Background: an optimization exercise with open tools, aiming at small area, a short achievable clock period and few clock cycles per item. Do not read the settings as production practice.
The RTL was checked by simulation tests, not by an equivalence proof against the original design.

## flow/design.v (module list and top-level ports; edited modules follow where they fit)
// module PID: 807 lines
module PID(
    input clk,rst_n,
    input adc_complete,
    input [INPUT_BIT_WIDTH-1:0] sample,
    input wire signed[PARAMETER_BIT_WIDTH-1:0] target,
    input wire signed[PARAMETER_BIT_WIDTH-1:0] kp,
    input wire signed[PARAMETER_BIT_WIDTH-1:0] ki,
    input wire signed[PARAMETER_BIT_WIDTH-1:0] maximum_out,
    input wire signed[PARAMETER_BIT_WIDTH-1:0] minimum_out,
    input wire signed[PARAMETER_BIT_WIDTH-1:0] maximum_add,
    input wire signed[PARAMETER_BIT_WIDTH-1:0] minimum_add,
    output reg signed[PARAMETER_BIT_WIDTH-1:0] pi_out,
    output reg pi_valid
);
  // ...
==> flow/run.sh <==
#!/bin/bash
# synth_recipe.tcl (not shown) runs the flow's synth.tcl, then flattens the netlist and writes it again
# the make line also repeats each setting of config.mk as NAME=value (left out here)
make -C /OpenROAD-flow-scripts/flow DESIGN_CONFIG=/design/flow/config.mk WORK_HOME=/design/flow/orfs CLKGATE_MAP_FILE= SYNTH_SCRIPT=/design/flow/synth_recipe.tcl finish
==> flow/config.mk <==
export PLATFORM = sky130hd
export DESIGN_NAME = PID
export DESIGN_NICKNAME = PID
export VERILOG_FILES = /design/flow/design.v
export SDC_FILE = /design/flow/constraint.sdc
export NUM_CORES = 4
export LEC_CHECK = 0
export CAP_MARGIN = 20
export CORE_MARGIN = 2
export CORE_UTILIZATION = 40
export SETUP_SLACK_MARGIN = 5
export SLEW_MARGIN = 20
==> flow/constraint.sdc <==
create_clock -name core_clock -period 10.0 [get_ports {clk}]
set_input_delay 2.0000 -clock core_clock [delete_from_list [all_inputs] [get_ports {clk}]]
set_output_delay 2.0000 -clock core_clock [all_outputs]
set_load 0.01 [all_outputs]
==> impl_metrics.env, run 1 <==
export IMPL_critPathLaunchType="input pin"
export IMPL_ys_seq_elements=186
export IMPL_dpl_cell_count=4113
export IMPL_arrival_ns=6.44
export IMPL_nets=4132
export IMPL_clk_pin_slew_worst_paths_ns=0.08
export IMPL_reg2reg_depth=25
export IMPL_dieArea_um2=69090
export IMPL_cp_cell_sequence="clkdlybuf4s15_1 > mux2i_1 > o21ai_1 > fa_1 > inv_2 > fa_1 > inv_2 > ha_4 > nand2_4 > nor2_4 > o221ai_4 > nor4_4 > a21oi_2 > xnor2_2 > buf_4 > buf_6 > nor2_2 > mux2_4 > nand2_8 > o221a_2"
export IMPL_cts_resized=645
export IMPL_final_clkbuf_count=18
export IMPL_place_area_um2=29930
export IMPL_ys_seq_area_frac=0.1591
export IMPL_synthCells=3195
export IMPL_cts_tree="done"
export IMPL_hold_start="c_a[19]$_DFF_P_"
export IMPL_layout_commonest_cell="inv_1"
export IMPL_n_tap_cell=864
export IMPL_rrSetupSlack_ns=4.28
export IMPL_synthAdderAreaFrac=0.2850
export IMPL_status="no timing/DRC/antenna violations"
export IMPL_multi_input_cells=2401
export IMPL_skew_ns=0.01581
export IMPL_yosysTopAreaCell="fa_1"
export IMPL_synth_edf_count=0
export IMPL_firstDrtPassIters=8
export IMPL_fmax_ghz=0.1652
export IMPL_cpPeakStageDelay_ns=0.54
Testbench counts, summed over its fixed seeds: cycles 4,800, items 1,600.
==> inputs of run 2 (changes only) <==
--- a/flow/config.mk
+++ b/flow/config.mk
@@ -5,6 +5,7 @@
 export SDC_FILE = /design/flow/constraint.sdc
 export NUM_CORES = 4
 export LEC_CHECK = 0
+export ABC_AREA = 1
 export CAP_MARGIN = 20
 export CORE_MARGIN = 2
 export CORE_UTILIZATION = 40
==> impl_metrics.env, run 2 <==
export IMPL_die_height_um=251.8
export IMPL_drt_total_wl_um=87360
export IMPL_crit_start="minimum_add[25]"
export IMPL_reg2reg_depth=23
export IMPL_fmax_ghz=0.1851
export IMPL_synth_xor_area_frac=0.1122
export IMPL_skew_ns=0.01906
export IMPL_crit_required_ns=10.43
export IMPL_netlist_area_um2=24560
export IMPL_grt_pass1_wl_um=132500
export IMPL_layout_commonest_cell="nand2_1"
export IMPL_synth_simple_area_share=0.1820
export IMPL_first_iter_violations=1782
export IMPL_syn_area_per_cell_um2=7.625
export IMPL_drc=0
export IMPL_synthCells=3221
export IMPL_synthAdderAreaFrac=0.2987
export IMPL_critical_path_class="input pin to flop"
export IMPL_place_ws_ns=3.354
export IMPL_synthTopCellsByCount="585 x nand2_1, 560 x inv_1, 249 x fa_1"
export IMPL_worst_r2r_endpoint="pi_out[14]$_DFFE_PN0P_"
export IMPL_cp_end_kind="flop"
export IMPL_synth_compound_area_frac=0.1218
export IMPL_fillCellCount=5651
export IMPL_synth_edf_count=0
export IMPL_antenna_found_initial=1
export IMPL_finalCritPeriodShare=0.5402
export IMPL_rsz0062_at_grt="true"
export IMPL_clk_latency_ns=0.51
export IMPL_numCtsBuffers=17
export IMPL_multiInputGateArea_um2=19890
export IMPL_fin_crit_ns=5.402
export IMPL_setup_viol=0
export IMPL_vias_per_cell=5.308
export IMPL_maxCapViolCount=0
export IMPL_final_seq_area_um2=4272
export IMPL_clk_pin_slew_worst_paths_ns=0.10
export IMPL_rrSetupSlack_ns=4.91
export IMPL_fp_dieW_um=251.8
export IMPL_yosys_warnings=1
export IMPL_firstDrtPassIters=5
export IMPL_dieArea_um2=63400
export IMPL_start_util=0.4054
export IMPL_arrival_ns=5.83
export IMPL_nets=4231
export IMPL_yosysMostFrequentCell="nand2_1"
export IMPL_finalSetupTns_ns=0
export IMPL_critPathLaunchType="input pin"
export IMPL_gp_congestion=0.9413
export IMPL_r2r_start="s3$_DFF_PN0_"
export IMPL_num_rows=90
export IMPL_cts_sinks=186
export IMPL_ys_seq_elements=186
export IMPL_fin_ws_ns=4.598
export IMPL_tightest_slew_ns=1.085
export IMPL_dp_hpwl_um=63580
export IMPL_wire_per_inst_um=19.89
export IMPL_io_pin_count=224
export IMPL_core_um2=60580
export IMPL_root_buffer="clkbuf_16"
export IMPL_crit_fanout=7
export IMPL_mostFrequentLayoutCells="524 x nand2_1, 491 x inv_1, 216 x xor2_1, 201 x nor2_1, 180 x fa_1"
export IMPL_vias=23320
export IMPL_slew_viol_final=0
export IMPL_cts_max_level=4
export IMPL_ys_seq_area_frac=0.1736
export IMPL_clock_path_buffers=2
export IMPL_synth_top_cells_by_area="fa_1 20%, dfrtp_1 11%, ha_1 9.6%"
export IMPL_port_buffers=223
export IMPL_syn2layout_area_growth_pct=31.48
export IMPL_grt_max_degree=71
export IMPL_status="no timing/DRC/antenna violations"
export IMPL_synthMuxAreaShare=0.005044
export IMPL_crit_end="pi_out[6]$_DFFE_PN0P_"
export IMPL_cts_hold_buf=0
export IMPL_max_slew_margin=0.2760
export IMPL_ant_nets=0
export IMPL_first_global_vias=23320
export IMPL_post_synth_num_cell_types=47
export IMPL_hp_class="flop to flop"
export IMPL_final_hold_violation_count=0
export IMPL_drive_gt1_frac=0.2285
export IMPL_ys_async_sr_fraction=0.5806
export IMPL_grtUsageTotal=0.2737
export IMPL_synth_top_cell_area_share=0.2030
export IMPL_cts_tree="done"
export IMPL_synth_top_family_by_area="adder cells"
export IMPL_synth_top_flop_cell="dfrtp_1"
export IMPL_yosysTopAreaCell="fa_1"
export IMPL_postSynthNetCount=3855
export IMPL_grt_ovfl_total=0
## run 2: cell types whose count changed after synthesis, sizes merged, moves of 90 or more
cell    delta
a221oi    -90
inv      +161
nand2    +366
nand3    +122
o21ai     -94
xnor2    -136
xor2     +101
## run 2: worst min path at each step
stage / startpoint / end / slack, ns / depth (start not counted)
2_1_floorplan: c_a[0]$_DFF_P_ / c_b[0]$_DFF_P_ / 0.32 / 0
4_1_cts: c_a[7]$_DFF_P_ / c_b[7]$_DFF_P_ / 0.34 / 0
5_1_grt: c_a[7]$_DFF_P_ / c_b[7]$_DFF_P_ / 0.34 / 0
6_report: c_a[7]$_DFF_P_ / c_b[7]$_DFF_P_ / 0.33 / 0
3_3_place_gp: c_a[23]$_DFF_P_ / c_b[23]$_DFF_P_ / 0.33 / 0
3_5_place_dp: c_a[23]$_DFF_P_ / c_b[23]$_DFF_P_ / 0.33 / 0
## run 2: layer usage
| layer | track usage | part of all wire | wire (um) |
|---|---|---|---|
| met5 | 0 | 0 | 0 |
| met3 | 0.04333 | 0.066 | 5805 |
| met4 | 0.1246 | 0.054 | 4675 |
| met1 | 0.3474 | 0.41 | 35810 |
| met2 | 0.4591 | 0.47 | 41060 |
## run 2: logic make-up (layout without fill, tap and decap cells)
logic type	count (synthesis)	count (layout)
fa+ha+maj	437	437
mux	12	12
simple gates	1063	1072
buf+inv	686	1065
other cells	0	1
flops	186	186
xor+xnor	306	306
compound gates	531	532
## run 2: worst max-delay path: stages
cell	delay [ns]
clkdlybuf4s15_2	0.21
a21oi_2	0.13
a21oi_2	0.07
fa_1	0.54
inv_2	0.07
fa_1	0.50
inv_2	0.05
ha_4	0.26
nand2_2	0.08
nor2_4	0.13
nand4_1	0.17
nor2_1	0.18
nand2_2	0.08
nand4_1	0.20
nand3_4	0.22
nand2_8	0.17
nand2_8	0.12
buf_8	0.17
nand3b_1	0.12
nand3_2	0.11
nand3_2	0.08
nand2_2	0.05
a21oi_2	0.11
## run 2: layout make-up
class,count,share of cell area
multi-input combinational,2359,0.6159
antenna,1,0.00007749
clock buffer,17,0.01317
tap,782,0.03030
inverter,569,0.06761
timing repair buffer,462,0.1343
sequential,186,0.1323
timing repair inverter,2,0.0004262
clock inverter,15,0.005889
## run 2: what timing repair did
action | in CTS | in global routing
setup endpoints to repair | 80 | 67
gates cloned | 15 | 2
setup buffers | 143 | 55
gates resized for setup | 522 | 211
pin swaps | 250 | 169
## run 2: through the flow
step / cells / util / area, um2 / hold slack, ns
after CTS: 4334 / 0.5150 / 31200 / 0.3409
after detailed placement: 4144 / 0.4633 / 28070 / 0.3293
after floorplan: 3221 / - / 25200 / 0.3237
final: 4393 / 0.5330 / 32290 / 0.3348
after global placement: 4144 / 0.4633 / 28070 / 0.3264
after global routing: 4392 / 0.5330 / 32290 / 0.3422
==> inputs of run 3 (changes only) <==
--- a/flow/config.mk
+++ b/flow/config.mk
@@ -9,5 +9,5 @@
 export CAP_MARGIN = 20
 export CORE_MARGIN = 2
 export CORE_UTILIZATION = 40
-export SETUP_SLACK_MARGIN = 5
+export SETUP_SLACK_MARGIN = 4
 export SLEW_MARGIN = 20
==> impl_metrics.env, run 3 <==
export IMPL_ys_seq_elements=186
export IMPL_drt_total_wl_um=79550
export IMPL_yosysMostFrequentCell="nand2_1"
export IMPL_dp_hpwl_um=63170
export IMPL_drive_gt1_frac=0.06255
export IMPL_core_um2=60580
export IMPL_start_util=0.4054
export IMPL_synthCells=3221
export IMPL_num_rows=90
export IMPL_status="no timing/DRC/antenna violations"
export IMPL_vias=21790
export IMPL_synth_top_flop_cell="dfrtp_1"
export IMPL_yosys_warnings=1
export IMPL_layout_commonest_cell="nand2_1"
export IMPL_grt_ovfl_total=0
export IMPL_clk_pin_slew_worst_paths_ns=0.08
export IMPL_grt_pass1_wl_um=122400
export IMPL_antenna_found_initial=0
export IMPL_grt_max_degree=61
export IMPL_final_hold_violation_count=0
export IMPL_setup_viol=0
export IMPL_synth_top_cells_by_area="fa_1 20%, dfrtp_1 11%, ha_1 9.6%"
export IMPL_ys_async_sr_fraction=0.5806
export IMPL_wire_per_inst_um=18.86
export IMPL_maxCapViolCount=0
export IMPL_slew_viol_final=0
export IMPL_skew_ns=0.01566
export IMPL_syn_area_per_cell_um2=7.625
export IMPL_antenna_cells=0
export IMPL_place_area_um2=27650
export IMPL_hold_ws_ns=0.3484
export IMPL_finalCritPeriodShare=0.5845
export IMPL_post_synth_num_cell_types=47
export IMPL_arrival_ns=6.21
export IMPL_first_global_vias=21960
export IMPL_postSynthNetCount=3855
export IMPL_io_pin_count=224
export IMPL_drc=0
export IMPL_cts_sinks=186
export IMPL_hp_class="flop to flop"
export IMPL_numCtsBuffers=17
export IMPL_port_buffers=223
export IMPL_first_iter_violations=1504
export IMPL_clk_latency_ns=0.51
export IMPL_vias_per_cell=5.165
export IMPL_gp_congestion=0.9489
export IMPL_mostFrequentLayoutCells="572 x nand2_1, 554 x inv_1, 248 x fa_1, 232 x xor2_1, 221 x clkdlybuf4s50_1"
export IMPL_ant_nets=0
export IMPL_cts_tree="done"
export IMPL_dieArea_um2=63400
export IMPL_rsz0062_at_grt="true"
export IMPL_crit_required_ns=10.36
export IMPL_clock_path_buffers=2
export IMPL_firstDrtPassIters=7
export IMPL_critPathLaunchType="input pin"
export IMPL_yosysTopAreaCell="fa_1"
export IMPL_crit_fanout=5
export IMPL_fmax_ghz=0.1711
export IMPL_fin_crit_ns=5.845
export IMPL_final_cell_area_um2=28870
export IMPL_ys_seq_area_frac=0.1736
export IMPL_fillCellCount=6112
export IMPL_fp_dieW_um=251.8
export IMPL_tightest_slew_ns=1.004
export IMPL_synthTopCellsByCount="585 x nand2_1, 560 x inv_1, 249 x fa_1"
export IMPL_synth_edf_count=0
export IMPL_synth_top_cell_area_share=0.2030
export IMPL_finalSetupTns_ns=0
export IMPL_cp_end_kind="flop"
export IMPL_max_slew_margin=0.3304
export IMPL_critical_path_class="input pin to flop"
export IMPL_grtUsageTotal=0.2510
export IMPL_syn2layout_area_growth_pct=17.56
export IMPL_nets=4058
export IMPL_die_height_um=251.8
export IMPL_netlist_area_um2=24560
export IMPL_root_buffer="clkbuf_16"
export IMPL_cts_max_level=4
run 3: cell counts after synthesis:
Identical to the previous run, type by type.
run 3: repair_timing:
action	4_1_cts	5_1_grt
cloned	2	4
setup buffers	4	26
hold buffers	0	0
pin swaps	0	19
endpoints found under the setup margin	60	47
gates resized for setup	18	63
run 3: layout make-up:
class | count | area [um2] | share of cell area
inverter | 569 | 2152 | 0.07454
clock buffer | 17 | 425.4 | 0.01473
timing repair buffer | 297 | 2834 | 0.09816
multi-input combinational | 2350 | 18010 | 0.6237
clock inverter | 15 | 186.4 | 0.006457
tap | 782 | 978.4 | 0.03389
timing repair inverter | 3 | 15.01 | 0.0005200
sequential | 186 | 4272 | 0.1480
run 3: metal layers:
layer,GRT usage,vias up,share of wire
met5,0,-,0
met4,0.09400,0,0.035
met1,0.3325,10270,0.44
met2,0.4223,721,0.47
met3,0.02796,151,0.048
li1,-,10650,-
run 3: final timing paths:
| check | startpoint | to | slack [ns] | cells after the start |
|---|---|---|---|---|
| max | kp[1] | p1b_r[22]$_DFF_PN0_ | 4.15 | 13 |
| min | c_a[15]$_DFF_P_ | c_b[15]$_DFF_P_ | 0.35 | 0 |
| max reg2reg | s2$_DFF_PN0_ | p1b_r[25]$_DFF_PN0_ | 4.26 | 18 |
| min reg2reg | c_a[15]$_DFF_P_ | c_b[15]$_DFF_P_ | 0.35 | 0 |
| max in group asynchronous | rst_n | pi_out[9]$_DFFE_PN0P_ | 7.54 | 2 |
| min in group asynchronous | rst_n | e1[14]$_DFFE_PN0P_ | 1.43 | 1 |
run 3: cells by family (layout without fill, tap and decap cells):
kind of cell / count (synthesis) / after routing / share of synthesized area
flip-flops: 186 / 186 / 0.1736
adder cells (fa/ha/maj): 437 / 437 / 0.2987
AND/OR/NAND/NOR: 1063 / 1064 / 0.1820
multiplexers: 12 / 12 / 0.005044
XOR/XNOR: 306 / 306 / 0.1122
buffers and inverters: 686 / 901 / 0.1066
AO/OA/AOI/OAI: 531 / 531 / 0.1218
run 3: worst max-delay path, stage by stage:
cell             delay (ns)
clkdlybuf4s50_1        0.53
o21a_4                 0.23
clkinvlp_4             0.12
o21ai_0                0.24
xor2_1                 0.39
fa_1                   0.49
fa_1                   0.45
fa_1                   0.55
inv_1                  0.06
fa_1                   0.53
inv_1                  0.05
fa_1                   0.52
nor2_1                 0.04
run 3: stage by stage:
| step | utilization | cells | setup slack [ns] |
|---|---|---|---|
| floorplan | - | 3221 | 4.100 |
| global placement | 0.4563 | 4151 | 3.093 |
| detailed placement | 0.4563 | 4151 | 2.978 |
| CTS | 0.4683 | 4189 | 4.015 |
| global route | 0.4766 | 4219 | 3.937 |
| finish | 0.4766 | 4219 | 4.155 |
==> inputs of run 4 (changes only) <==
==> flow/flow/run.sh (new file) <==
#!/bin/bash
set -euo pipefail
echo 'export BUFFER_PORTS_ARGS = -buffer_cell sky130_fd_sc_hd__buf_2' >> config.mk
bash standard.sh finish > standard_flow.log 2>&1
==> flow/standard.sh (new file) <==
#!/bin/bash
# synth_recipe.tcl (not shown) runs the flow's synth.tcl, then flattens the netlist and writes it again
# the make line also repeats each setting of config.mk as NAME=value (left out here)
make -C /OpenROAD-flow-scripts/flow DESIGN_CONFIG=/design/flow/config.mk WORK_HOME=/design/flow/orfs CLKGATE_MAP_FILE= SYNTH_SCRIPT=/design/flow/synth_recipe.tcl "${@:-finish}"
--- a/flow/config.mk
+++ b/flow/config.mk
@@ -8,6 +8,7 @@
 export ABC_AREA = 1
 export CAP_MARGIN = 20
 export CORE_MARGIN = 2
-export CORE_UTILIZATION = 40
+export CORE_UTILIZATION = 60
 export SETUP_SLACK_MARGIN = 4
 export SLEW_MARGIN = 20
+export BUFFER_PORTS_ARGS = -buffer_cell sky130_fd_sc_hd__buf_2
removed: flow/run.sh
==> impl_metrics.env, run 4 <==
export IMPL_core_um2=40650
export IMPL_io_pin_count=224
export IMPL_netlist_area_um2=24560
export IMPL_crit_required_ns=10.40
export IMPL_grt_util_met3=0.06418
export IMPL_vias=22450
export IMPL_synthTopCellsByCount="585 x nand2_1, 560 x inv_1, 249 x fa_1"
export IMPL_finalSetupTns_ns=0
export IMPL_syn_area_per_cell_um2=7.625
export IMPL_fin_crit_ns=5.682
export IMPL_top_usage_layer="met2"
export IMPL_dpl_cell_count=3907
export IMPL_num_rows=74
export IMPL_synth_top_flop_cell="dfrtp_1"
export IMPL_rrSetupSlack_ns=4.32
export IMPL_ys_seq_elements=186
export IMPL_cts_sinks=186
export IMPL_gp_congestion=0.9567
export IMPL_clock_path_buffers=2
export IMPL_hp_class="flop to flop"
export IMPL_nets=4031
export IMPL_multiInputGateArea_um2=17740
export IMPL_skew_ns=0.01030
export IMPL_ant_nets=0
export IMPL_synth_top_cells_by_area="fa_1 20%, dfrtp_1 11%, ha_1 9.6%"
export IMPL_start_util=0.6042
export IMPL_final_hold_violation_count=0
export IMPL_post_synth_num_cell_types=47
export IMPL_tightest_slew_ns=0.9935
export IMPL_use_met2=0.6441
export IMPL_die_height_um=206.3
export IMPL_slew_viol_final=0
export IMPL_numCtsBuffers=17
export IMPL_port_buffers=223
export IMPL_drt_total_wl_um=77770
export IMPL_layout_commonest_cell="nand2_1"
export IMPL_dieArea_um2=42570
export IMPL_drc=0
export IMPL_critPathLaunchType="flop"
export IMPL_cp_end_kind="flop"
export IMPL_synthCells=3221
export IMPL_crit_fanout=41
export IMPL_rsz0062_at_grt="false"
export IMPL_antenna_found_initial=0
export IMPL_status="no timing/DRC/antenna violations"
export IMPL_ys_seq_area_frac=0.1736
export IMPL_fin_ws_ns=4.318
export IMPL_use_met1=0.4516
export IMPL_place_ws_ns=3.456
export IMPL_grtUsageTotal=0.3743
export IMPL_place_area_um2=26280
export IMPL_maxCapViolCount=0
export IMPL_clk_pin_slew_worst_paths_ns=0.08
export IMPL_cts_tree="done"
export IMPL_final_cell_area_um2=26920
export IMPL_grt_max_degree=91
export IMPL_dp_hpwl_um=63180
export IMPL_arrival_ns=6.08
export IMPL_cts_hold_buf=0
export IMPL_grt_pass1_wl_um=121000
export IMPL_post_route_util=0.6623
export IMPL_postSynthNetCount=3855
export IMPL_cts_max_level=4
export IMPL_yosysTopAreaCell="fa_1"
export IMPL_fp_dieW_um=206.3
export IMPL_syn2layout_area_growth_pct=9.619
export IMPL_hold_ws_ns=0.3439
export IMPL_fillCellCount=3524
export IMPL_grt_ovfl_total=0
export IMPL_finalCritPeriodShare=0.5682
export IMPL_critical_path_class="flop to flop"
export IMPL_max_slew_margin=0.3369
export IMPL_clk_latency_ns=0.50
export IMPL_wire_per_inst_um=19.73
export IMPL_antenna_cells=0
export IMPL_instances_no_fill=3942
export IMPL_drive_gt1_frac=0.1088
export IMPL_synth_top_cell_area_share=0.2030
export IMPL_root_buffer="clkbuf_16"
export IMPL_final_seq_area_um2=4269
export IMPL_yosys_warnings=1
export IMPL_synth_edf_count=0
export IMPL_ys_async_sr_fraction=0.5806
export IMPL_first_iter_violations=1845
export IMPL_mostFrequentLayoutCells="580 x nand2_1, 558 x inv_1, 249 x fa_1, 232 x xor2_1, 222 x buf_2"
export IMPL_firstDrtPassIters=6
export IMPL_vias_per_cell=5.695
export IMPL_setup_viol=0
export IMPL_first_global_vias=22800
export IMPL_fmax_ghz=0.1760
export IMPL_yosysMostFrequentCell="nand2_1"
run 4: cell counts after synthesis:
Identical to the previous run, type by type.
run 4: repair_timing:
| action | in CTS | in global routing |
|---|---|---|
| gates resized for setup | 2 | 13 |
| endpoints found under the setup margin | 10 | 38 |
| endpoints found under the hold margin | 0 | 0 |
| setup buffers | 0 | 2 |
| pin swaps | 0 | 0 |
| cloned | 0 | 1 |
run 4: path summary, 6_finish.rpt:
check	cells after the start	start	end
max in group asynchronous	2	rst_n	s3$_DFF_PN0_
min in group asynchronous	1	rst_n	e1[7]$_DFFE_PN0P_
worst max-delay path	18	s2$_DFF_PN0_	p1b_r[25]$_DFF_PN0_
worst max register to register	18	s2$_DFF_PN0_	p1b_r[25]$_DFF_PN0_
worst min register to register	0	c_a[18]$_DFF_P_	c_b[18]$_DFF_P_
worst min-delay path	0	c_a[18]$_DFF_P_	c_b[18]$_DFF_P_
run 4: critical path: stages (launching register included):
cell,delay (ns)
dfrtp_4,0.65
buf_6,0.50
xor2_1,0.38
fa_1,0.49
fa_1,0.49
inv_1,0.08
fa_1,0.49
inv_1,0.05
fa_1,0.44
fa_1,0.50
fa_1,0.45
xnor2_1,0.20
xor2_1,0.19
xor2_1,0.21
inv_1,0.06
nand3_1,0.08
nand2_1,0.08
a21oi_1,0.12
nor2_1,0.06
run 4: layout make-up:
type                       count  area share
sequential                   186      0.1586
timing repair buffer         273     0.05637
inverter                     569     0.07966
timing repair inverter         1   0.0001859
tap                          532     0.02472
multi-input combinational   2349      0.6591
clock inverter                13    0.004926
clock buffer                  19     0.01645
run 4: logic make-up (layout without fill, tap and decap cells):
kind of cell | after synthesis | after routing | synth area share
buffers and inverters | 686 | 875 | 0.1066
and+or+nand+nor | 1063 | 1063 | 0.1820
DFF | 186 | 186 | 0.1736
muxes | 12 | 12 | 0.005044
AOI/OAI and AO/OA | 531 | 531 | 0.1218
xor gates and xnor gates | 306 | 306 | 0.1122
adders and majority gates | 437 | 437 | 0.2987
run 4: layer usage:
| layer | vias to the layer above | part of all wire |
|---|---|---|
| met5 | - | 0 |
| met2 | 961 | 0.49 |
| met4 | 0 | 0.051 |
| met3 | 237 | 0.072 |
| met1 | 10660 | 0.39 |
| li1 | 10590 | - |
==> inputs of run 5 (changes only) <==
--- a/flow/config.mk
+++ b/flow/config.mk
@@ -9,6 +9,6 @@
 export CAP_MARGIN = 20
 export CORE_MARGIN = 2
 export CORE_UTILIZATION = 60
-export SETUP_SLACK_MARGIN = 4
+export SETUP_SLACK_MARGIN = 4.5
 export SLEW_MARGIN = 20
 export BUFFER_PORTS_ARGS = -buffer_cell sky130_fd_sc_hd__buf_2
==> impl_metrics.env, run 5 <==
export IMPL_status="no timing/DRC/antenna violations"
export IMPL_arrival_ns=5.94
export IMPL_cpPeakStageDelay_ns=0.55
export IMPL_critical_path_class="input pin to flop"
export IMPL_io_pin_count=224
export IMPL_dieArea_um2=42570
export IMPL_skew_ns=0.01365
export IMPL_cts_sinks=186
export IMPL_clk_pin_slew_worst_paths_ns=0.07
export IMPL_hp_class="flop to flop"
export IMPL_fmax_ghz=0.1818
export IMPL_cpMaxStageDelayCell="fa_1"
export IMPL_yosysMostFrequentCell="nand2_1"
export IMPL_firstDrtPassIters=5
export IMPL_synth_top_cell_area_share=0.2030
export IMPL_cp_end_kind="flop"
export IMPL_first_global_vias=22940
export IMPL_antenna_cells=0
export IMPL_synth_top_cells_by_area="fa_1 20%, dfrtp_1 11%, ha_1 9.6%"
export IMPL_synth_top_flop_cell="dfrtp_1"
export IMPL_post_synth_num_cell_types=47
export IMPL_drc=0
export IMPL_place_ws_ns=3.195
export IMPL_tightest_slew_ns=0.9653
export IMPL_clock_path_buffers=2
export IMPL_ant_nets=0
export IMPL_root_buffer="clkbuf_16"
export IMPL_synthTopCellsByCount="585 x nand2_1, 560 x inv_1, 249 x fa_1"
export IMPL_worst_r2r_endpoint="pi_out[21]$_DFFE_PN0P_"
export IMPL_maxCapViolCount=0
export IMPL_synthMuxAreaShare=0.005044
export IMPL_max_slew_margin=0.3518
export IMPL_drive_gt1_frac=0.1510
export IMPL_cts_hold_buf=0
export IMPL_synth_xor_area_frac=0.1122
export IMPL_numCtsBuffers=17
export IMPL_ys_seq_area_frac=0.1736
export IMPL_crit_fanout=5
export IMPL_yosysTopAreaCell="fa_1"
export IMPL_netlist_area_um2=24560
export IMPL_r2r_start="s3$_DFF_PN0_"
export IMPL_cts_max_level=4
export IMPL_die_height_um=206.3
export IMPL_hold_start="c_a[2]$_DFF_P_"
export IMPL_setup_viol=0
export IMPL_antenna_found_initial=1
export IMPL_synth_compound_area_frac=0.1218
export IMPL_first_iter_violations=2125
export IMPL_grtUsageTotal=0.3714
export IMPL_start_util=0.6042
export IMPL_nets=4072
export IMPL_rsz0062_at_grt="true"
export IMPL_fin_ws_ns=4.498
export IMPL_grt_ovfl_total=0
export IMPL_wire_per_inst_um=19.94
export IMPL_final_seq_area_um2=4272
export IMPL_min_to="c_b[2]$_DFF_P_"
export IMPL_dp_hpwl_um=61950
export IMPL_drt_total_wl_um=79430
export IMPL_num_rows=74
export IMPL_finalSetupTns_ns=0
export IMPL_crit_required_ns=10.44
export IMPL_rrSetupSlack_ns=4.65
export IMPL_syn2layout_area_growth_pct=14.10
export IMPL_yosys_warnings=1
export IMPL_multiInputGateArea_um2=18440
export IMPL_core_um2=40650
export IMPL_layout_commonest_cell="nand2_1"
export IMPL_synth_edf_count=0
export IMPL_final_hold_violation_count=0
export IMPL_synth_simple_area_share=0.1820
export IMPL_fillCellCount=3417
export IMPL_clk_latency_ns=0.50
export IMPL_syn_area_per_cell_um2=7.625
export IMPL_port_buffers=223
export IMPL_fin_crit_ns=5.502
export IMPL_vias_per_cell=5.789
export IMPL_critPathLaunchType="input pin"
export IMPL_finalCritPeriodShare=0.5502
export IMPL_synthCells=3221
export IMPL_vias=23060
export IMPL_ys_async_sr_fraction=0.5806
export IMPL_ys_seq_elements=186
export IMPL_crit_start="minimum_add[16]"
export IMPL_synth_top_family_by_area="adder cells"
export IMPL_grt_pass1_wl_um=120600
export IMPL_postSynthNetCount=3855
export IMPL_synthAdderAreaFrac=0.2987
export IMPL_cts_tree="done"
export IMPL_path_common_cell="nand2_1"
export IMPL_gp_congestion=0.9950
export IMPL_grt_max_degree=60
export IMPL_whs_path_depth=0
export IMPL_mostFrequentLayoutCells="562 x nand2_1, 550 x inv_1, 241 x fa_1, 229 x xor2_1, 223 x buf_2"
export IMPL_reg2reg_depth=25
export IMPL_slew_viol_final=0
export IMPL_fp_dieW_um=206.3
==> run 5: cell counts after synthesis <==
Identical to the previous run, type by type.
==> run 5: kinds of logic after synthesis <==
logic type               count (synthesis)
AO/OA/AOI/OAI                          531
flip-flops                             186
adder cells (fa/ha/maj)                437
XOR/XNOR                               306
AND/OR/NAND/NOR                       1063
multiplexers                            12
buffers and inverters                  686
==> run 5: worst max path at each step <==
stage,to,slack (ns),depth (start not counted)
6_report,pi_out[21]$_DFFE_PN0P_,4.50,27
5_1_grt,pi_out[17]$_DFFE_PN0P_,4.34,27
4_1_cts,p1b_r[25]$_DFF_PN0_,4.52,19
3_5_place_dp,pi_out[10]$_DFFE_PN0P_,3.19,27
3_3_place_gp,pi_out[24]$_DFFE_PN0P_,3.36,27
2_1_floorplan,p1b_r[25]$_DFF_PN0_,4.50,18
==> run 5: metal layers <==
layer	vias up	routed length, um	global-route usage
met5	-	13	0
met4	2	5297	0.2145
met3	315	6093	0.05377
met2	1111	37720	0.6238
met1	10940	30300	0.4566
li1	10690	-	-
==> run 5: stage by stage <==
stage                     std cells  utilization  area (um2)  hold slack [ns]
after floorplan                3221            -       24680           0.3237
after global placement         3896       0.6455       26240           0.3265
after detailed placement       3896       0.6455       26240           0.3327
after CTS                      3950       0.6682       27160           0.3493
after global routing           3983       0.6894       28020           0.3522
final                          3983       0.6894       28020           0.3486
==> run 5: cell type report <==
class                      instances  share of cell area
clock inverter                    14            0.005715
sequential                       186              0.1524
multi-input combinational       2354              0.6579
tap                              532             0.02375
clock buffer                      18             0.01531
inverter                         569             0.07715
timing repair buffer             307             0.06720
timing repair inverter             3           0.0005358
==> run 5: worst max-delay path, delay by kind of cell <==
kind,cells,cell delay [ns]
buf+inv,5,0.48
compound gates,3,0.28
fa+ha+maj,3,1.33
simple gates,16,1.84
==> run 5: repair_timing <==
| item | 4_1_cts | 5_1_grt |
|---|---|---|
| gates cloned | 3 | 8 |
| endpoints found under the setup margin | 60 | 62 |
| gates resized for setup | 35 | 131 |
| setup buffers | 19 | 25 |
| pin swaps | 1 | 39 |
==> inputs of run 6 (changes only) <==
--- a/flow/config.mk
+++ b/flow/config.mk
@@ -9,6 +9,6 @@
 export CAP_MARGIN = 20
 export CORE_MARGIN = 2
 export CORE_UTILIZATION = 60
-export SETUP_SLACK_MARGIN = 4.5
+export SETUP_SLACK_MARGIN = 3.5
 export SLEW_MARGIN = 20
 export BUFFER_PORTS_ARGS = -buffer_cell sky130_fd_sc_hd__buf_2
==> impl_metrics.env, run 6 <==
export IMPL_die_height_um=206.3
export IMPL_finalSetupTns_ns=0
export IMPL_reg2reg_depth=18
export IMPL_arrival_ns=6.55
export IMPL_first_iter_violations=1922
export IMPL_yosysMostFrequentCell="nand2_1"
export IMPL_post_synth_num_cell_types=47
export IMPL_vias=22560
export IMPL_drive_gt1_frac=0.1057
export IMPL_critical_path_class="input pin to flop"
export IMPL_critPathLaunchType="input pin"
export IMPL_ant_nets=0
export IMPL_dieArea_um2=42570
export IMPL_clk_latency_ns=0.51
export IMPL_cp_end_kind="flop"
export IMPL_ys_seq_area_frac=0.1736
export IMPL_firstDrtPassIters=8
export IMPL_synth_top_cells_by_area="fa_1 20%, dfrtp_1 11%, ha_1 9.6%"
export IMPL_port_buffers=223
export IMPL_ys_async_sr_fraction=0.5806
export IMPL_layout_commonest_cell="nand2_1"
export IMPL_maxCapViolCount=0
export IMPL_skew_ns=0.01196
export IMPL_clock_path_buffers=2
export IMPL_grt_ovfl_total=0
export IMPL_antenna_found_initial=0
export IMPL_final_cell_area_um2=26850
export IMPL_hp_class="flop to flop"
export IMPL_nets=4028
export IMPL_crit_fanout=16
export IMPL_cts_max_level=4
export IMPL_vias_per_cell=5.726
export IMPL_whs_path_depth=0
export IMPL_netlist_area_um2=24560
export IMPL_grt_pass1_wl_um=121000
export IMPL_fin_crit_ns=6.106
export IMPL_wl_met2_um=37620
export IMPL_synthCells=3221
export IMPL_fillCellCount=3535
export IMPL_grt_max_degree=91
export IMPL_tightest_slew_ns=0.9890
export IMPL_syn_area_per_cell_um2=7.625
export IMPL_num_rows=74
export IMPL_max_slew_margin=0.3399
export IMPL_crit_required_ns=10.45
export IMPL_ys_seq_elements=186
export IMPL_finalCritPeriodShare=0.6106
export IMPL_postSynthNetCount=3855
export IMPL_status="no timing/DRC/antenna violations"
export IMPL_wl_met1_um=30560
export IMPL_io_pin_count=224
export IMPL_root_buffer="clkbuf_16"
export IMPL_final_hold_violation_count=0
export IMPL_dp_hpwl_um=63180
export IMPL_wire_per_inst_um=19.71
export IMPL_synthTopCellsByCount="585 x nand2_1, 560 x inv_1, 249 x fa_1"
export IMPL_synth_top_cell_area_share=0.2030
export IMPL_rsz0062_at_grt="false"
export IMPL_place_area_um2=26280
export IMPL_fmax_ghz=0.1638
export IMPL_wl_met3_um=5536
export IMPL_core_um2=40650
export IMPL_synth_edf_count=0
export IMPL_grtUsageTotal=0.3745
export IMPL_mostFrequentLayoutCells="585 x nand2_1, 559 x inv_1, 249 x fa_1, 232 x xor2_1, 222 x buf_2"
export IMPL_cts_tree="done"
export IMPL_cts_hold_buf=0
export IMPL_syn2layout_area_growth_pct=9.333
export IMPL_antenna_cells=0
export IMPL_cts_resized=0
export IMPL_post_route_util=0.6606
export IMPL_gp_congestion=0.9567
export IMPL_clk_pin_slew_worst_paths_ns=0.07
export IMPL_setup_viol=0
export IMPL_start_util=0.6042
export IMPL_fp_dieW_um=206.3
export IMPL_yosysTopAreaCell="fa_1"
export IMPL_numCtsBuffers=17
export IMPL_hold_ws_ns=0.3449
export IMPL_yosys_warnings=1
export IMPL_top_layer_used="met4"
export IMPL_slew_viol_final=0
export IMPL_drc=0
export IMPL_post_cts_buffers=0
export IMPL_first_global_vias=22800
export IMPL_synth_top_flop_cell="dfrtp_1"
export IMPL_cts_sinks=186
export IMPL_drt_total_wl_um=77630
-- run 6: kinds of logic after synthesis --
logic type | count (synthesis) | share of synthesized area
AOI/OAI and AO/OA | 531 | 0.1218
buffers and inverters | 686 | 0.1066
adders and majority gates | 437 | 0.2987
and+or+nand+nor | 1063 | 0.1820
muxes | 12 | 0.005044
DFF | 186 | 0.1736
xor gates and xnor gates | 306 | 0.1122
-- run 6: through the flow --
stage          setup slack [ns]  cells
6_report                  3.894   3939
3_3_place_gp              3.591   3906
5_1_grt                   3.505   3939
3_5_place_dp              3.456   3907
2_1_floorplan             4.100   3221
4_1_cts                   3.963   3939
-- run 6: path summary, 6_finish.rpt --
path / start / end / slack [ns]
min in group asynchronous: rst_n / e1[7]$_DFFE_PN0P_ / 1.61
hold / removal: c_a[18]$_DFF_P_ / c_b[18]$_DFF_P_ / 0.34
max in group asynchronous: rst_n / s3$_DFF_PN0_ / 7.27
setup / recovery: minimum_add[16] / pi_out[20]$_DFFE_PN0P_ / 3.89
setup reg to reg: s2$_DFF_PN0_ / p1b_r[25]$_DFF_PN0_ / 4.07
hold reg to reg: c_a[18]$_DFF_P_ / c_b[18]$_DFF_P_ / 0.34
-- run 6: final cells by class --
| type | count | area (um2) | area share |
|---|---|---|---|
| Timing Repair Buffer | 271 | 1499 | 0.05582 |
| Clock inverter | 13 | 132.6 | 0.004939 |
| Multi-Input combinational cell | 2349 | 17710 | 0.6594 |
| Tap cell | 532 | 665.6 | 0.02479 |
| Sequential cell | 186 | 4269 | 0.1590 |
| Inverter | 569 | 2136 | 0.07954 |
| Clock buffer | 19 | 442.9 | 0.01650 |
-- run 6: metal layers --
| layer | vias to the layer above | GRT usage |
|---|---|---|
| met2 | 978 | 0.6450 |
| met1 | 10750 | 0.4519 |
| met5 | - | 0 |
| met3 | 242 | 0.06418 |
| met4 | 0 | 0.1870 |
| li1 | 10580 | - |
-- run 6: worst max-delay path: stages --
cell	delay [ns]
buf_2	0.12
inv_1	0.08
o21ai_0	0.08
a21oi_1	0.15
a21oi_1	0.08
fa_1	0.62
inv_1	0.11
fa_1	0.54
inv_1	0.05
ha_1	0.26
nand2_1	0.06
nor2_1	0.17
nand4_1	0.15
nor2_1	0.12
nand2_1	0.08
nand3_1	0.07
nand2_1	0.07
nand3_1	0.14
nand3_1	0.50
nand2_1	0.61
nand2_1	0.11
nand3_1	0.12
nand3_1	0.08
nand2_1	0.07
nand2_1	0.04
nand2_1	0.05
==> inputs of run 7 (changes only) <==
--- a/flow/config.mk
+++ b/flow/config.mk
@@ -8,7 +8,7 @@
 export ABC_AREA = 1
 export CAP_MARGIN = 20
 export CORE_MARGIN = 2
-export CORE_UTILIZATION = 60
-export SETUP_SLACK_MARGIN = 3.5
+export CORE_UTILIZATION = 40
+export SETUP_SLACK_MARGIN = 4
 export SLEW_MARGIN = 20
 export BUFFER_PORTS_ARGS = -buffer_cell sky130_fd_sc_hd__buf_2
==> impl_metrics.env, run 7 <==
export IMPL_hp_class="flop to flop"
export IMPL_gp_congestion=0.9444
export IMPL_min_to="c_b[25]$_DFF_P_"
export IMPL_max_slew_margin=0.3641
export IMPL_cpPeakStageDelay_ns=0.49
export IMPL_finalCritPeriodShare=0.5745
export IMPL_firstDrtPassIters=6
export IMPL_dp_hpwl_um=63130
export IMPL_fin_crit_ns=5.745
export IMPL_die_height_um=251.8
export IMPL_synth_top_cells_by_area="fa_1 20%, dfrtp_1 11%, ha_1 9.6%"
export IMPL_finalSetupTns_ns=0
export IMPL_fin_ws_ns=4.255
export IMPL_mostFrequentLayoutCells="579 x nand2_1, 558 x inv_1, 249 x fa_1, 232 x xor2_1, 222 x buf_2"
export IMPL_maxCapViolCount=0
export IMPL_vias=21850
export IMPL_numCtsBuffers=17
export IMPL_nets=4029
export IMPL_first_global_vias=21480
export IMPL_first_iter_violations=1731
export IMPL_r2r_start="s2$_DFF_PN0_"
export IMPL_root_buffer="clkbuf_16"
export IMPL_grt_pass1_wl_um=122700
export IMPL_cp_cell_sequence="buf_2 > nand2_1 > nand2_1 > clkinvlp_4 > o21ai_0 > xor2_1 > fa_1 > fa_1 > fa_1 > fa_1 > xnor2_1 > xor2_1 > xor2_1 > inv_1 > nand3_1 > nand2_1 > a21oi_1 > nor2_1"
export IMPL_wire_per_inst_um=18.74
export IMPL_vias_per_cell=5.215
export IMPL_worst_r2r_endpoint="p1b_r[25]$_DFF_PN0_"
export IMPL_port_buffers=223
export IMPL_yosys_warnings=1
export IMPL_fillCellCount=6236
export IMPL_slew_viol_final=0
export IMPL_path_common_cell="fa_1"
export IMPL_syn2layout_area_growth_pct=10.99
export IMPL_layout_commonest_cell="nand2_1"
export IMPL_rsz0062_at_grt="false"
export IMPL_dieArea_um2=63400
export IMPL_synthCells=3221
export IMPL_cp_end_kind="flop"
export IMPL_cpMaxStageDelayCell="fa_1"
export IMPL_whs_path_depth=0
export IMPL_cts_hold_buf=0
export IMPL_tightest_slew_ns=0.9528
export IMPL_core_um2=60580
export IMPL_ant_nets=0
export IMPL_synth_top_cell_area_share=0.2030
export IMPL_setup_viol=0
export IMPL_ys_seq_elements=186
export IMPL_fp_dieW_um=251.8
export IMPL_clk_latency_ns=0.52
export IMPL_grt_max_degree=62
export IMPL_grtUsageTotal=0.2521
export IMPL_cts_max_level=4
export IMPL_instances_no_fill=4190
export IMPL_ys_seq_area_frac=0.1736
export IMPL_arrival_ns=6.15
export IMPL_crit_required_ns=10.41
export IMPL_grt_ovfl_total=0
export IMPL_post_route_util=0.4499
export IMPL_drt_total_wl_um=78520
export IMPL_synth_top_flop_cell="dfrtp_1"
export IMPL_rrSetupSlack_ns=4.27
export IMPL_skew_ns=0.02427
export IMPL_synth_edf_count=0
export IMPL_synthTopCellsByCount="585 x nand2_1, 560 x inv_1, 249 x fa_1"
export IMPL_antenna_cells=0
export IMPL_clk_pin_slew_worst_paths_ns=0.09
export IMPL_cts_tree="done"
export IMPL_status="no timing/DRC/antenna violations"
export IMPL_yosysTopAreaCell="fa_1"
export IMPL_fmax_ghz=0.1741
export IMPL_drc=0
export IMPL_clock_path_buffers=2
export IMPL_hold_start="c_a[25]$_DFF_P_"
export IMPL_cts_sinks=186
export IMPL_critical_path_class="input pin to flop"
export IMPL_start_util=0.4054
export IMPL_post_synth_num_cell_types=47
export IMPL_io_pin_count=224
export IMPL_critPathLaunchType="input pin"
export IMPL_num_rows=90
export IMPL_final_hold_violation_count=0
export IMPL_netlist_area_um2=24560
export IMPL_post_cts_buffers=0
export IMPL_antenna_found_initial=0
export IMPL_postSynthNetCount=3855
export IMPL_syn_area_per_cell_um2=7.625
export IMPL_drive_gt1_frac=0.1100
export IMPL_yosysMostFrequentCell="nand2_1"
export IMPL_dpl_cell_count=4158
export IMPL_ys_async_sr_fraction=0.5806
export IMPL_reg2reg_depth=18
export IMPL_place_ws_ns=3.488
export IMPL_crit_fanout=22
-- run 7: cell counts after synthesis --
Identical to the previous run, type by type.
-- run 7: through the flow --
step	hold slack (ns)	area [um2]
final	0.3492	27260
after global routing	0.3564	27260
after CTS	0.3493	27190
after detailed placement	0.3303	26580
after global placement	0.3277	26580
after floorplan	0.3237	24560
-- run 7: critical path: cells and delay by family --
family,cells,cell delay [ns]
AO/OA/AOI/OAI,2,0.56
AND/OR/NAND/NOR,5,0.45
buffers and inverters,3,0.61
adder cells (fa/ha/maj),4,1.82
XOR/XNOR,4,0.72
-- run 7: kinds of logic (layout without fill, tap and decap cells) --
kind of cell,after synthesis,after routing,synth area share
simple gates,1063,1063,0.1820
buf+inv,686,873,0.1066
compound gates,531,531,0.1218
fa+ha+maj,437,437,0.2987
xor+xnor,306,306,0.1122
flops,186,186,0.1736
mux,12,12,0.005044
-- run 7: worst max-delay path by stage --
stage               cells past startpoint       startpoint                endpoint  slack [ns]
floorplan                              18            kp[6]     p1b_r[25]$_DFF_PN0_        4.10
global placement                       27  minimum_add[16]  pi_out[21]$_DFFE_PN0P_        3.60
detailed placement                     27   minimum_add[1]  pi_out[22]$_DFFE_PN0P_        3.49
CTS                                    26     s3$_DFF_PN0_  pi_out[16]$_DFFE_PN0P_        4.03
global route                           19     s2$_DFF_PN0_     p1b_r[25]$_DFF_PN0_        4.02
finish                                 18            kp[2]     p1b_r[25]$_DFF_PN0_        4.25
-- run 7: cell type report --
class	count	area, um2	area share
Sequential cell	186	4272	0.1567
Timing Repair Buffer	272	1500	0.05504
Clock buffer	17	425.4	0.01561
Tap cell	782	978.4	0.03589
Multi-Input combinational cell	2349	17750	0.6512
Inverter	569	2148	0.07881
Clock inverter	15	183.9	0.006747
-- run 7: metal layers --
metal / GRT usage / vias to the layer above / routed length, um
met2: 0.4133 / 826 / 36490
met5: 0 / - / 0
li1: - / 10590 / -
met4: 0.09349 / 0 / 2565
met1: 0.3414 / 10290 / 34610
met3: 0.03136 / 144 / 4856
-- run 7: what timing repair did --
| item | CTS | global route |
|---|---|---|
| pin swaps | 0 | 0 |
| endpoints found under the setup margin | 11 | 52 |
| gates resized for setup | 1 | 21 |
==> inputs of run 8 (changes only) <==
==> flow/flow/run.sh (replaced) <==
#!/bin/bash
set -euo pipefail
echo 'export BUFFER_PORTS_ARGS = -buffer_cell sky130_fd_sc_hd__buf_2' >> config.mk
echo 'export SYNTH_ARGS = -noabc' >> config.mk
bash standard.sh finish > standard_flow.log 2>&1
--- a/flow/config.mk
+++ b/flow/config.mk
@@ -12,3 +12,4 @@
 export SETUP_SLACK_MARGIN = 4
 export SLEW_MARGIN = 20
 export BUFFER_PORTS_ARGS = -buffer_cell sky130_fd_sc_hd__buf_2
+export SYNTH_ARGS = -noabc
==> impl_metrics.env, run 8 <==
export IMPL_fillCellCount=6006
export IMPL_slew_viol_final=0
export IMPL_cpMaxStageDelayCell="fa_1"
export IMPL_fp_dieW_um=248.7
export IMPL_rsz0062_at_grt="false"
export IMPL_dp_hpwl_um=58790
export IMPL_postSynthNetCount=3670
export IMPL_dieArea_um2=61840
export IMPL_crit_buf_inv=4
export IMPL_cpPeakStageDelay_ns=0.64
export IMPL_clock_path_buffers=2
export IMPL_netlist_area_um2=23950
export IMPL_setup_viol=0
export IMPL_tightest_slew_ns=1.101
export IMPL_synthTopCellsByCount="504 x nand2_1, 385 x inv_1, 265 x nor2_1"
export IMPL_vias_per_cell=5.300
export IMPL_ys_async_sr_fraction=0.5806
export IMPL_max_slew_margin=0.2514
export IMPL_numCtsBuffers=17
export IMPL_synthCells=3033
export IMPL_grt_max_degree=78
export IMPL_drive_gt1_frac=0.1082
export IMPL_grtUsageTotal=0.2435
export IMPL_skew_ns=0.01838
export IMPL_ys_seq_elements=186
export IMPL_cp_depth=25
export IMPL_layout_commonest_cell="nand2_1"
export IMPL_cp_end_kind="flop"
export IMPL_status="no timing/DRC/antenna violations"
export IMPL_first_iter_violations=1399
export IMPL_post_cts_buffers=0
export IMPL_whs_path_depth=0
export IMPL_fmax_ghz=0.1790
export IMPL_clk_latency_ns=0.51
export IMPL_crit_required_ns=10.40
export IMPL_synth_top_cell_area_share=0.2082
export IMPL_mostFrequentLayoutCells="504 x nand2_1, 384 x inv_1, 262 x nor2_1, 249 x fa_1, 238 x xor2_1"
export IMPL_grt_ovfl_total=0
export IMPL_hp_class="flop to flop"
export IMPL_syn2layout_area_growth_pct=10.55
export IMPL_synth_top_cells_by_area="fa_1 21%, dfrtp_1 11%, ha_1 10%"
export IMPL_finalSetupTns_ns=0
export IMPL_first_global_vias=21270
export IMPL_die_height_um=248.7
export IMPL_yosysTopAreaCell="fa_1"
export IMPL_root_buffer="clkbuf_16"
export IMPL_finalCritPeriodShare=0.5587
export IMPL_io_pin_count=224
export IMPL_port_buffers=223
export IMPL_ant_nets=0
export IMPL_path_delay_family="simple AND/OR/NAND/NOR gates"
export IMPL_cts_sinks=186
export IMPL_cts_tree="done"
export IMPL_wire_per_inst_um=18.61
export IMPL_maxCapViolCount=0
export IMPL_cts_max_level=4
export IMPL_antenna_found_initial=0
export IMPL_gp_congestion=0.9213
export IMPL_final_hold_violation_count=0
export IMPL_start_util=0.4050
export IMPL_core_um2=59130
export IMPL_yosys_warnings=1
export IMPL_syn_area_per_cell_um2=7.895
export IMPL_nets=3821
export IMPL_critical_path_class="input pin to flop"
export IMPL_critPathLaunchType="input pin"
export IMPL_clk_pin_slew_worst_paths_ns=0.08
export IMPL_synth_top_flop_cell="dfrtp_1"
export IMPL_reg2reg_depth=11
export IMPL_drt_total_wl_um=73900
export IMPL_path_common_cell="nand2_1"
export IMPL_arrival_ns=5.99
export IMPL_fin_crit_ns=5.587
export IMPL_vias=21040
export IMPL_cts_resized=0
export IMPL_antenna_cells=0
export IMPL_synth_edf_count=0
export IMPL_drc=0
export IMPL_post_synth_num_cell_types=54
export IMPL_grt_pass1_wl_um=118100
export IMPL_yosysMostFrequentCell="nand2_1"
export IMPL_crit_fanout=27
export IMPL_firstDrtPassIters=24
export IMPL_cts_hold_buf=0
export IMPL_num_rows=89
export IMPL_ys_seq_area_frac=0.1781
[run 8: cell types whose count changed in the layout (fill, tap and decap cells not counted), moves of 20 or more]
| cell | change |
|---|---|
| xnor2_1 | -25 |
| nand2_1 | -75 |
| nand3_1 | +56 |
| o21ai_0 | -23 |
| nor2_1 | +51 |
| a21oi_1 | +20 |
| inv_1 | -174 |
[run 8: worst paths after layout]
path,slack [ns],from,to
max in group asynchronous,7.53,rst_n,s3$_DFF_PN0_
min reg2reg,0.35,c_a[17]$_DFF_P_,c_b[17]$_DFF_P_
min,0.35,c_a[17]$_DFF_P_,c_b[17]$_DFF_P_
max,4.41,minimum_add[25],pi_out[19]$_DFFE_PN0P_
max reg2reg,4.44,s2$_DFF_PN0_,p1b_r[23]$_DFF_PN0_
min in group asynchronous,1.44,rst_n,p1b_r[24]$_DFF_PN0_
[run 8: layer usage]
layer  routed length [um]  track usage  vias up
met3                 3664      0.03130      138
met1                32140       0.3165     9992
met2                35730       0.4149      678
met5                    0            0        -
li1                     -            -    10230
met4                 2368      0.08952        0
[run 8: metrics by stage]
step | util | worst slack, ns | area, um2 | hold WS [ns] | std cells
after floorplan | - | 4.335 | 23950 | 0.3311 | 3033
after global placement | 0.4362 | 3.796 | 25790 | 0.3334 | 3938
after detailed placement | 0.4362 | 3.672 | 25790 | 0.3354 | 3938
after CTS | 0.4468 | 4.095 | 26420 | 0.3457 | 3970
after global routing | 0.4477 | 4.014 | 26470 | 0.3540 | 3970
final | 0.4477 | 4.413 | 26470 | 0.3476 | 3970
[run 8: worst register-to-register path, cell delays in order (launching register included)]
cell	delay (ns)
dfrtp_4	0.83
buf_4	0.67
mux2i_2	0.99
o22ai_1	0.24
xor2_1	0.22
fa_1	0.49
fa_1	0.50
fa_1	0.43
fa_1	0.54
fa_1	0.41
inv_1	0.06
nor2_1	0.04
[run 8: cell type report]
cell class	instances	area, um2	area share
Sequential cell	186	4269	0.1613
Tap cell	773	967.2	0.03653
Multi-Input combinational cell	2339	17810	0.6727
Clock inverter	15	202.7	0.007657
Timing Repair Buffer	253	1344	0.05076
Inverter	387	1455	0.05497
Clock buffer	17	425.4	0.01607
[run 8: kinds of logic after synthesis]
kind of cell             Yosys count  share of synthesized area
AO/OA/AOI/OAI                    536                     0.1278
flip-flops                       186                     0.1781
multiplexers                      11                   0.005068
AND/OR/NAND/NOR                 1060                     0.1866
adder cells (fa/ha/maj)          440                     0.3080
buffers and inverters            508                    0.08349
XOR/XNOR                         292                     0.1110
==> inputs of run 9 (changes only) <==
--- a/flow/config.mk
+++ b/flow/config.mk
@@ -8,7 +8,7 @@
 export ABC_AREA = 1
 export CAP_MARGIN = 20
 export CORE_MARGIN = 2
-export CORE_UTILIZATION = 40
+export CORE_UTILIZATION = 70
 export SETUP_SLACK_MARGIN = 4
 export SLEW_MARGIN = 20
 export BUFFER_PORTS_ARGS = -buffer_cell sky130_fd_sc_hd__buf_2
==> impl_metrics.env, run 9 <==
export IMPL_rsz0062_at_grt="false"
export IMPL_maxCapViolCount=0
export IMPL_fmax_ghz=0.1756
export IMPL_ys_seq_elements=186
export IMPL_ys_seq_area_frac=0.1781
export IMPL_drive_gt1_frac=0.1077
export IMPL_numCtsBuffers=17
export IMPL_grt_ovfl_total=0
export IMPL_cp_end_kind="flop"
export IMPL_instances_no_fill=3642
export IMPL_hold_ws_ns=0.3513
export IMPL_yosys_warnings=1
export IMPL_vias=22320
export IMPL_postSynthNetCount=3670
export IMPL_grtUsageTotal=0.4094
export IMPL_post_route_util=0.7742
export IMPL_netlist_area_um2=23950
export IMPL_clock_path_buffers=2
export IMPL_clk_latency_ns=0.48
export IMPL_grt_pass1_wl_um=114400
export IMPL_critPathLaunchType="input pin"
export IMPL_cts_max_level=4
export IMPL_cts_hold_buf=0
export IMPL_final_hold_violation_count=0
export IMPL_max_slew_margin=0.2403
export IMPL_firstDrtPassIters=6
export IMPL_grt_max_degree=68
export IMPL_ant_nets=0
export IMPL_multiInputGateArea_um2=17820
export IMPL_crit_required_ns=10.38
export IMPL_cts_sinks=186
export IMPL_num_rows=67
export IMPL_first_iter_violations=1942
export IMPL_place_ws_ns=3.765
export IMPL_io_pin_count=224
export IMPL_wire_per_inst_um=19.61
export IMPL_antenna_cells=0
export IMPL_critical_path_class="input pin to flop"
export IMPL_setup_viol=0
export IMPL_dpl_cell_count=3609
export IMPL_tightest_slew_ns=1.132
export IMPL_fillCellCount=2487
export IMPL_clk_pin_slew_worst_paths_ns=0.07
export IMPL_start_util=0.7124
export IMPL_nets=3818
export IMPL_synth_top_cell_area_share=0.2082
export IMPL_die_height_um=189.0
export IMPL_ys_async_sr_fraction=0.5806
export IMPL_synth_edf_count=0
export IMPL_finalSetupTns_ns=0
export IMPL_vias_per_cell=6.129
export IMPL_dp_hpwl_um=55930
export IMPL_cts_tree="done"
export IMPL_syn2layout_area_growth_pct=8.684
export IMPL_drc=0
export IMPL_slew_viol_final=0
export IMPL_synthCells=3033
export IMPL_crit_fanout=27
export IMPL_port_buffers=223
export IMPL_rrSetupSlack_ns=4.48
export IMPL_yosysMostFrequentCell="nand2_1"
export IMPL_first_global_vias=22820
export IMPL_fin_crit_ns=5.694
export IMPL_synth_top_cells_by_area="fa_1 21%, dfrtp_1 11%, ha_1 10%"
export IMPL_status="no timing/DRC/antenna violations"
export IMPL_mostFrequentLayoutCells="503 x nand2_1, 385 x inv_1, 262 x nor2_1, 249 x fa_1, 238 x xor2_1"
export IMPL_syn_area_per_cell_um2=7.895
export IMPL_final_seq_area_um2=4269
export IMPL_gp_congestion=0.9905
export IMPL_antenna_found_initial=0
export IMPL_fp_dieW_um=189.0
export IMPL_synth_top_flop_cell="dfrtp_1"
export IMPL_drt_total_wl_um=71410
export IMPL_layout_commonest_cell="nand2_1"
export IMPL_post_synth_num_cell_types=54
export IMPL_synthTopCellsByCount="504 x nand2_1, 385 x inv_1, 265 x nor2_1"
export IMPL_dieArea_um2=35710
export IMPL_yosysTopAreaCell="fa_1"
export IMPL_finalCritPeriodShare=0.5694
export IMPL_fin_ws_ns=4.306
export IMPL_skew_ns=0.01601
export IMPL_root_buffer="clkbuf_16"
export IMPL_arrival_ns=6.07
export IMPL_core_um2=33620
export IMPL_hp_class="flop to flop"
## run 9: layer usage
metal / wire, um / global-route usage
met2: 34380 / 0.6930
met5: 0 / 0
met1: 26530 / 0.4945
met3: 6243 / 0.07970
met4: 4251 / 0.2200
## run 9: through the flow
stage	area, um2
6_report	26030
3_3_place_gp	25350
3_5_place_dp	25380
2_1_floorplan	23950
5_1_grt	26030
4_1_cts	25950
## run 9: cells by family (layout without fill, tap and decap cells)
family,after synthesis,in the layout,share of synthesized area
xor gates and xnor gates,292,292,0.1110
and+or+nand+nor,1060,1060,0.1866
DFF,186,186,0.1781
muxes,11,11,0.005068
buffers and inverters,508,669,0.08349
AOI/OAI and AO/OA,536,536,0.1278
adders and majority gates,440,440,0.3080
## run 9: worst paths after layout
kind                            startpoint                     end  depth (start not counted)
max                         maximum_add[9]  pi_out[11]$_DFFE_PN0P_                         20
min                        c_a[19]$_DFF_P_         c_b[19]$_DFF_P_                          0
max reg2reg                   s2$_DFF_PN0_  pi_out[11]$_DFFE_PN0P_                         19
min reg2reg                c_a[19]$_DFF_P_         c_b[19]$_DFF_P_                          0
max in group asynchronous            rst_n            s3$_DFF_PN0_                          2
min in group asynchronous            rst_n            s2$_DFF_PN0_                          1
## run 9: area by class of cell
cell class / instances / share of cell area
Multi-Input combinational cell: 2339 / 0.6848
Tap cell: 448 / 0.02154
Clock buffer: 18 / 0.01687
Clock inverter: 14 / 0.004904
Sequential cell: 186 / 0.1640
Timing Repair Buffer: 250 / 0.05202
Inverter: 387 / 0.05581
## run 9: timing repair
action,CTS,global route
resized for setup,0,8
endpoints found under the setup margin,0,26
endpoints found under the hold margin,0,0
setup buffers,0,0
## run 9: worst max-delay path: stages
cell and delay (ns):
buf_2 0.09, nand2_1 0.05, a21oi_1 0.33, fa_1 0.55, ha_1 0.42, nand2_1 0.15, nor2_1 0.32, nand3_1 0.20
nand3_1 0.25, nand2_1 0.15, nand3b_1 0.13, nand2_1 0.07, nand2_2 0.20, nand3_2 0.09, buf_4 0.24, nand2_4 0.30
nand3_1 0.16, nand3_1 0.10, nand2_1 0.07, a21oi_1 0.18
==> inputs of run 10 (changes only) <==
--- a/flow/config.mk
+++ b/flow/config.mk
@@ -8,7 +8,7 @@
 export ABC_AREA = 1
 export CAP_MARGIN = 20
 export CORE_MARGIN = 2
-export CORE_UTILIZATION = 70
+export CORE_UTILIZATION = 60
 export SETUP_SLACK_MARGIN = 4
 export SLEW_MARGIN = 20
 export BUFFER_PORTS_ARGS = -buffer_cell sky130_fd_sc_hd__buf_2
==> impl_metrics.env, run 10 <==
export IMPL_ys_async_sr_fraction=0.5806
export IMPL_ys_seq_elements=186
export IMPL_vias_per_cell=5.891
export IMPL_cts_tree="done"
export IMPL_root_buffer="clkbuf_16"
export IMPL_num_rows=73
export IMPL_slew_viol_final=0
export IMPL_cts_sinks=186
export IMPL_wire_per_inst_um=19.69
export IMPL_syn2layout_area_growth_pct=9.295
export IMPL_numCtsBuffers=17
export IMPL_max_slew_margin=0.2073
export IMPL_final_seq_area_um2=4269
export IMPL_finalSetupTns_ns=0
export IMPL_setup_viol=0
export IMPL_maxCapViolCount=0
export IMPL_final_hold_violation_count=0
export IMPL_first_global_vias=22530
export IMPL_syn_area_per_cell_um2=7.895
export IMPL_grt_max_degree=69
export IMPL_synth_top_cells_by_area="fa_1 21%, dfrtp_1 11%, ha_1 10%"
export IMPL_cts_max_level=4
export IMPL_synthTopCellsByCount="504 x nand2_1, 385 x inv_1, 265 x nor2_1"
export IMPL_synth_top_flop_cell="dfrtp_1"
export IMPL_multiInputGateArea_um2=17830
export IMPL_yosys_warnings=1
export IMPL_synth_edf_count=0
export IMPL_antenna_found_initial=0
export IMPL_first_iter_violations=1630
export IMPL_antenna_cells=0
export IMPL_yosysTopAreaCell="fa_1"
export IMPL_start_util=0.6055
export IMPL_dp_hpwl_um=57550
export IMPL_postSynthNetCount=3670
export IMPL_grt_pass1_wl_um=116800
export IMPL_layout_commonest_cell="nand2_1"
export IMPL_grtUsageTotal=0.3628
export IMPL_fin_crit_ns=5.639
export IMPL_cts_hold_buf=0
export IMPL_tightest_slew_ns=1.189
export IMPL_critPathLaunchType="input pin"
export IMPL_status="no timing/DRC/antenna violations"
export IMPL_io_pin_count=224
export IMPL_drt_total_wl_um=73220
export IMPL_fmax_ghz=0.1773
export IMPL_grt_ovfl_total=0
export IMPL_ant_nets=0
## run 10: cell count changes in the layout (fill, tap and decap cells not counted), sizes merged
| cell | change |
|---|---|
| clkinv | -2 |
| clkbuf | +4 |
| buf | -1 |
| inv | -2 |
| bufinv | +1 |
| clkinvlp | -1 |
## run 10: critical path, stage by stage
cell	delay [ns]
buf_2	0.10
inv_1	0.07
o21ai_0	0.07
a21oi_1	0.15
a21oi_1	0.07
fa_1	0.61
inv_1	0.07
fa_1	0.47
inv_1	0.04
ha_1	0.29
nand2_1	0.07
nor2_1	0.18
nand4_1	0.14
nor2_1	0.14
nand2_1	0.09
nand3_1	0.08
nand2_1	0.10
nand2_1	0.10
nand2_1	0.16
nand2_1	0.22
nand2_4	0.22
nand3_1	0.13
nand3_1	0.12
nand3_1	0.10
nand2_1	0.06
a21oi_1	0.17
## run 10: metal layers
metal | wire length [um] | part of all wire | vias up | track usage
li1 | - | - | 10230 | -
met1 | 28690 | 0.39 | 10400 | 0.4432
met2 | 35280 | 0.48 | 1013 | 0.6227
met3 | 5177 | 0.071 | 262 | 0.05161
met4 | 4066 | 0.056 | 0 | 0.1906
met5 | 0 | 0 | - | 0
## run 10: kinds of logic after synthesis
logic type                 after synthesis  share of synthesized area
adders and majority gates              440                     0.3080
buffers and inverters                  508                    0.08349
muxes                                   11                   0.005068
DFF                                    186                     0.1781
xor gates and xnor gates               292                     0.1110
and+or+nand+nor                       1060                     0.1866
AOI/OAI and AO/OA                      536                     0.1278
## run 10: repair_timing
action | in CTS | in global routing
buffers inserted | 0 | 1
endpoints found under the setup margin | 0 | 53
gates resized for setup | 0 | 6
## run 10: area by class of cell
class | instances | share of cell area
flip-flops and latches | 186 | 0.1631
clock buffers | 22 | 0.01898
well taps | 525 | 0.02510
clock inverters | 10 | 0.003920
inverters | 387 | 0.05560
repair buffers | 249 | 0.05220
multi-input cells | 2339 | 0.6811
## run 10: stage by stage
stage	setup WS [ns]	hold slack (ns)	area, um2	instances
3_5_place_dp	3.744	0.3356	25480	3684
2_1_floorplan	4.335	0.3311	23950	3033
4_1_cts	4.138	0.3489	26080	3716
6_report	4.361	0.3502	26170	3718
5_1_grt	4.037	0.3507	26170	3718
3_3_place_gp	3.821	0.3329	25450	3683
## run 10: final timing paths
check	startpoint	to	slack, ns	depth (start not counted)
worst max-delay path	minimum_add[25]	pi_out[2]$_DFFE_PN0P_	4.36	26
worst max register to register	s3$_DFF_PN0_	pi_out[2]$_DFFE_PN0P_	4.54	26
min in group asynchronous	rst_n	e1[7]$_DFFE_PN0P_	1.47	1
max in group asynchronous	rst_n	s3$_DFF_PN0_	7.35	3
worst min-delay path	c_a[16]$_DFF_P_	c_b[16]$_DFF_P_	0.35	0
worst min register to register	c_a[16]$_DFF_P_	c_b[16]$_DFF_P_	0.35	0

-- afterwards: timing with drivers on the ports --
In the flow no input, the clock included, has a driving cell. The finished layouts below were timed again as built, in two steps.
Step 1, drivers: a clkbuf_16 drives clk and a buf_2 each remaining input, both assumed.
Step 2, shift: input delay + t, output delay - t, t = (earliest + latest rising clock arrival at the registers) / 2. This alone moves slack from input paths to output paths.
a / b / c = ideal ports / drivers / drivers and shift; a / b = the first two.
run	t (ns)	setup WS [ns]	worst data-port slew with drivers (ns)	cell pins on the clock port's net
run 1	0.566	3.947 / 3.983 / 3.417	0.06	1
run 2	0.565	4.598 / 4.635 / 4.070	0.07	1
run 3	0.567	4.155 / 4.194 / 3.627	0.06	1
run 4	0.558	4.318 / 4.318 / 3.804	0.06	1
run 5	0.550	4.498 / 4.536 / 3.986	0.06	1
run 6	0.561	3.894 / 3.932 / 3.371	0.06	1
run 7	0.570	4.255 / 4.251 / 3.681	0.07	1
run 8	0.563	4.413 / 4.437 / 3.889	0.05	1
run 9	0.525	4.306 / 4.339 / 3.814	0.04	1
run 10	0.564	4.361 / 4.403 / 3.839	0.04	1
After both steps setup and hold are still met in every run listed. For run 7, which loses most, drivers alone change the setup slack by -0.004 ns; drivers and shift together by -0.574 ns.
